Source: an optimization exercise on an open RTL-to-GDS flow (aim: small area). Production flows keep margins and buffers that such runs may drop.
Only simulation tests tie the RTL to the original design; equivalence was not proved.
The flow treats the clock pin as an ideal source. Dropping or thinning the clock tree relies on that and would not hold on a real chip.
Power and IR drop assume default switching activity.

run A:
## fpcvt_top
module fpcvt_top (
    input wire clk,
    input wire [12:0] D,
    output reg S,
    output reg [2:0] E,
    output reg [4:0] F
);
    wire s_c;
    wire [2:0] e_c;
    wire [4:0] f_c;
    reg s_q;
    reg [2:0] e_q;
    reg [4:0] f_q;
    FPCVT conv (.D(D), .S(s_c), .E(e_c), .F(f_c));
    always @(posedge clk) begin
        s_q <= s_c;
        e_q <= e_c;
        f_q <= f_c;
        S <= s_q;
        E <= e_q;
        F <= f_q;
    end
endmodule
For scale: roughly 790 um^2 of cells after synthesis.
Settings: LEC_CHECK=0, CAP_MARGIN=20, CORE_AREA=2.5 2.5 69.5 69.5, CTS_BUF_LIST=sky130_fd_sc_hd__clkbuf_4, DIE_AREA=0 0 72 72, GPL_TIMING_DRIVEN=0, PLACE_DENSITY=0.8, SLEW_MARGIN=20; clock period 10.0 ns.
standard.sh (not shown) runs the stock make flow with config.mk's settings and CLKGATE_MAP_FILE= SYNTH_SCRIPT=/design/flow/synth_recipe.tcl, a recipe that flattens the netlist after the stock synthesis.
==> flow/flow/run.sh <==
#!/bin/bash
# Own layout flow: the standard flow (standard.sh), with these changes.
#  1. Synthesis is ORFS's synthesis script unchanged except for the ABC script that maps the
#     combinational logic (flow/abc*.abc, area-oriented) and no adder cell mapping, so ABC sees
#     all the logic. Each ABC script is tried; a result is kept only if its registers (names and
#     cell types) are those of the standard synthesis and it is proved equivalent to the
#     standard netlist (flow/eqcheck.tcl). The smallest kept result is laid out; if none is
#     kept, the standard netlist is.
#  2. Ports are buffered with sky130_fd_sc_hd__buf_1.
#  3. After CTS, the clock tree is replaced by a single buffer (flow/onebuf.tcl).
# Each tool's output goes to a log file in this folder.
set -uo pipefail
W=$PWD
F=$W/flow
R=$W/orfs/results/$FLOW_PLATFORM/fpcvt_top/base
REP=$W/orfs/reports/$FLOW_PLATFORM/fpcvt_top/base
LIB=$(ls $FLOW_HOME/platforms/$FLOW_PLATFORM/lib/sky130_fd_sc_hd__tt_025C_1v80.lib)

# standard synthesis, the reference for registers and function
bash standard.sh synth > $W/synth_standard.log 2>&1 || exit 1
cp $R/1_2_yosys.v $W/std_1_2_yosys.v

regs() { grep -oE '^\s*sky130_fd_sc_hd__[a-z0-9]+_[0-9]+\s+\S+' "$1" | grep -E '__(df|ed|sd|se)' | sed -E 's/_[0-9]+\s+/ /; s/^\s+//' | sort; }
regs $W/std_1_2_yosys.v > $W/regs_std.txt

sed 's|^\(\s*\)log_cmd abc {\*}\$abc_args$|\1log_cmd abc -script $::area_abc_script {*}[lrange $abc_args 2 end]|' \
  $FLOW_HOME/scripts/synth.tcl > $W/synth_area.tcl
best=""
best_area=""
if grep -q 'area_abc_script' $W/synth_area.tcl && [[ -s $W/regs_std.txt ]]; then
  for a in $F/abc*.abc; do
    k=$(basename $a .abc)
    sed "s|@AREA_ABC@|$a|; s|@SYNTH_AREA@|$W/synth_area.tcl|" $F/mysynth.tcl > $W/mysynth_$k.tcl
    sed "s|SYNTH_SCRIPT=[^ ]*|SYNTH_SCRIPT=$W/mysynth_$k.tcl|" standard.sh > $W/area_$k.sh
    rm -f $R/1_2_yosys.v $REP/synth_stat.txt
    bash $W/area_$k.sh ADDER_MAP_FILE= $R/1_2_yosys.v > $W/synth_$k.log 2>&1 || continue
    [[ -f $R/1_2_yosys.v && -f $REP/synth_stat.txt ]] || continue
    cp $R/1_2_yosys.v $W/${k}_1_2_yosys.v
    regs $W/${k}_1_2_yosys.v > $W/regs_$k.txt
    cmp -s $W/regs_std.txt $W/regs_$k.txt || continue
    EQ_LIB=$LIB EQ_A=$W/std_1_2_yosys.v EQ_B=$W/${k}_1_2_yosys.v EQ_TOP=$FLOW_TOP \
      timeout 600 yosys -c $F/eqcheck.tcl > $W/eqcheck_$k.log 2>&1 || continue
    area=$(grep -E "Chip area for (top )?module" $REP/synth_stat.txt | tail -1 | awk '{print $NF}')
    echo "$k $area" >> $W/synth_areas.txt
    if [[ -z "$best" ]] || awk -v a="$area" -v b="$best_area" 'BEGIN{exit !(a < b)}'; then
      best=$k; best_area=$area
    fi
  done
fi
rm -f $R/1_synth.odb $R/1_synth.sdc
if [[ -n "$best" ]]; then
  echo "using $best ($best_area um2)" > $W/synth_choice.txt
  cp $W/${best}_1_2_yosys.v $R/1_2_yosys.v
else
  echo "using the standard netlist" > $W/synth_choice.txt
  cp $W/std_1_2_yosys.v $R/1_2_yosys.v
fi
touch $R/1_2_yosys.v

bash standard.sh "BUFFER_PORTS_ARGS=-buffer_cell sky130_fd_sc_hd__buf_1" "POST_CTS_TCL=$F/onebuf.tcl" finish > $W/layout.log 2>&1
Other scripts of this flow, unchanged in this note and not shown: flow/flow/abc1.abc, flow/flow/abc2.abc, flow/flow/abc3.abc, flow/flow/abc4.abc, flow/flow/abc5.abc, flow/flow/eqcheck.tcl, flow/flow/mysynth.tcl, flow/flow/onebuf.tcl
Inputs modified between run A and run B:
- a change of CAP_MARGIN from 20 to 0
- a change of SLEW_MARGIN from 20 to 0
--- a/flow/flow/run.sh
+++ b/flow/flow/run.sh
@@ -10 +10,2 @@
-#  3. After CTS, the clock tree is replaced by a single buffer (flow/onebuf.tcl).
+#  3. All pins are placed close together on one edge (flow/io.tcl).
+#  4. After CTS, the clock tree is replaced by a single buffer (flow/onebuf.tcl).
@@ -60 +61 @@
-bash standard.sh "BUFFER_PORTS_ARGS=-buffer_cell sky130_fd_sc_hd__buf_1" "POST_CTS_TCL=$F/onebuf.tcl" finish > $W/layout.log 2>&1
+bash standard.sh "BUFFER_PORTS_ARGS=-buffer_cell sky130_fd_sc_hd__buf_1" "POST_CTS_TCL=$F/onebuf.tcl" "IO_CONSTRAINTS=$F/io.tcl" finish > $W/layout.log 2>&1
==> flow/flow/io.tcl (new file) <==
# Keep all pins together on the right edge, so the cells, and with them the flip-flops that the
# single clock buffer drives, stay close together.
set_io_pin_constraint -pin_names [concat [get_ports -quiet {*}] ] -region right:22-50
## What came out
Run B failed in I/O pin placement (3_2_place_iop) with PPL-0111.
Taking run A as the reference, in run B standard-cell row count level, post-synthesis net count level, horizontal extent of the die level, per-instance average area after synthesis level.
From run A to run B, starting density of the core did not move at all.
Diff run A..run B | die span in y | unchanged
Delta (run B minus run A): post-synthesis instance area did not really move, synthesized instance count held.
--- input diff run B..run C ---
==> flow/flow/abc6.abc (new file) <==
strash
&get -n
&dch -f
&nf -R 1000
&put
mfs3 -ae -H 6 -K 8 -R 4
strash
&get -n
&dch -f
&nf -R 1000
&put
mfs3 -ae -H 6 -K 8 -R 4
strash
&get -n
&dch -f
&nf -R 1000
&put
mfs3 -ae -H 6 -K 8 -R 4
topo
==> flow/flow/abc7.abc (new file) <==
strash
&get -n
&dch -f
&nf -R 1000
&put
mfs3 -ae -H 5 -K 8
strash
&get -n
&dch -f
&nf -R 1000
&put
mfs3 -ae -H 5 -K 8
strash
&get -n
&dch -f
&nf -R 1000
&put
mfs3 -ae -H 5 -K 8
strash
&get -n
&dch -f
&nf -R 1000
&put
mfs3 -ae -H 5 -K 8
topo
==> flow/flow/abc8.abc (new file) <==
strash
&get -n
&dch -f
&nf -R 1000
&put
mfs3 -ae -H 5 -K 8
strash
&get -n
&dch -f
&nf -R 1000
&put
mfs3 -ae -H 5 -K 8
strash
&get -n
&dch -f
&nf -R 1000
&put
mfs3 -ae -H 5 -K 8
topo
--- a/flow/flow/io.tcl
+++ b/flow/flow/io.tcl
@@ -3 +3 @@
-set_io_pin_constraint -pin_names [concat [get_ports -quiet {*}] ] -region right:22-50
+set_io_pin_constraint -pin_names [concat [get_ports -quiet {*}] ] -region right:16-56
## What came out
Run C finished end to end and its layout was clean on timing, DRC and antenna. Reported for run C and run B, site row count turned out identical to the last digit. Any difference in effective utilization at floorplan between run B and run C is small enough to ignore. Compared to run B, run C has synthesized area per cell 6.1% higher. Summary of run C over run B: synthesized netlist cell count has decreased; post-synthesis cell area went down by about 0.6%; number of nets produced by synthesis went down by about 5.6%.
--- input diff run C..run D ---
--- a/flow/flow/run.sh
+++ b/flow/flow/run.sh
@@ -10,2 +10 @@
-#  3. All pins are placed close together on one edge (flow/io.tcl).
-#  4. After CTS, the clock tree is replaced by a single buffer (flow/onebuf.tcl).
+#  3. After CTS, the clock tree is replaced by a single buffer (flow/onebuf.tcl).
@@ -61 +60 @@
-bash standard.sh "BUFFER_PORTS_ARGS=-buffer_cell sky130_fd_sc_hd__buf_1" "POST_CTS_TCL=$F/onebuf.tcl" "IO_CONSTRAINTS=$F/io.tcl" finish > $W/layout.log 2>&1
+bash standard.sh "BUFFER_PORTS_ARGS=-buffer_cell sky130_fd_sc_hd__buf_1" "POST_CTS_TCL=$F/onebuf.tcl" finish > $W/layout.log 2>&1
removed: flow/flow/abc6.abc
removed: flow/flow/abc7.abc
removed: flow/flow/abc8.abc
removed: flow/flow/io.tcl
Results
Run D reached the end of the flow, and the finished layout is clean on the timing, design-rule and antenna checks. Comparing run C and run D, power density of the placed cells is lower on run C. Summary of run D over run C: gate count after technology mapping climbed 6, wire length dropped about 5%, mapped cell area climbed 5.0 um^2, highest ir drop seen on vdd climbed 21%. Sequential fraction of design power | run D above run C. Total track usage in run D vs run C: up 0.38 points. As far as worst hold slack across all endpoints is concerned, run D and run C perform about the same. Diff run C -> run D | non-clock buffer count | down by a few percent.

## what the ideal ports hide
How much do the figures lean on ideal ports? The routed layouts below were timed once more, with nothing changed but the port constraints. Step 1, drivers: a clkbuf_16 drives clk and a buf_2 each remaining input, both assumed. Step 2 times the ports against the registers' clock, not the clock port: input delays grow and output delays shrink by t, the midpoint of the rising clock arrivals with the driver on. a / b / c = ideal / step 1 / step 2; a / b = the first two.
run | t (ns) | setup WS [ns] | worst setup path at the end | slew at the worst register clock pin (ns) | pins driven straight from the clock port
run A | 0.146 | 3.949 / 3.945 / 3.799 | input to register | 0.10 / 0.10 | 1
run C | 0.144 | 4.023 / 4.018 / 3.874 | input to register | 0.09 / 0.09 | 1
run D | 0.146 | 3.531 / 3.526 / 3.380 | input to register | 0.10 / 0.10 | 1
After both steps every run listed still meets setup and hold. For run D, which loses most, drivers alone change the setup slack by -0.005 ns; drivers and shift together by -0.151 ns.
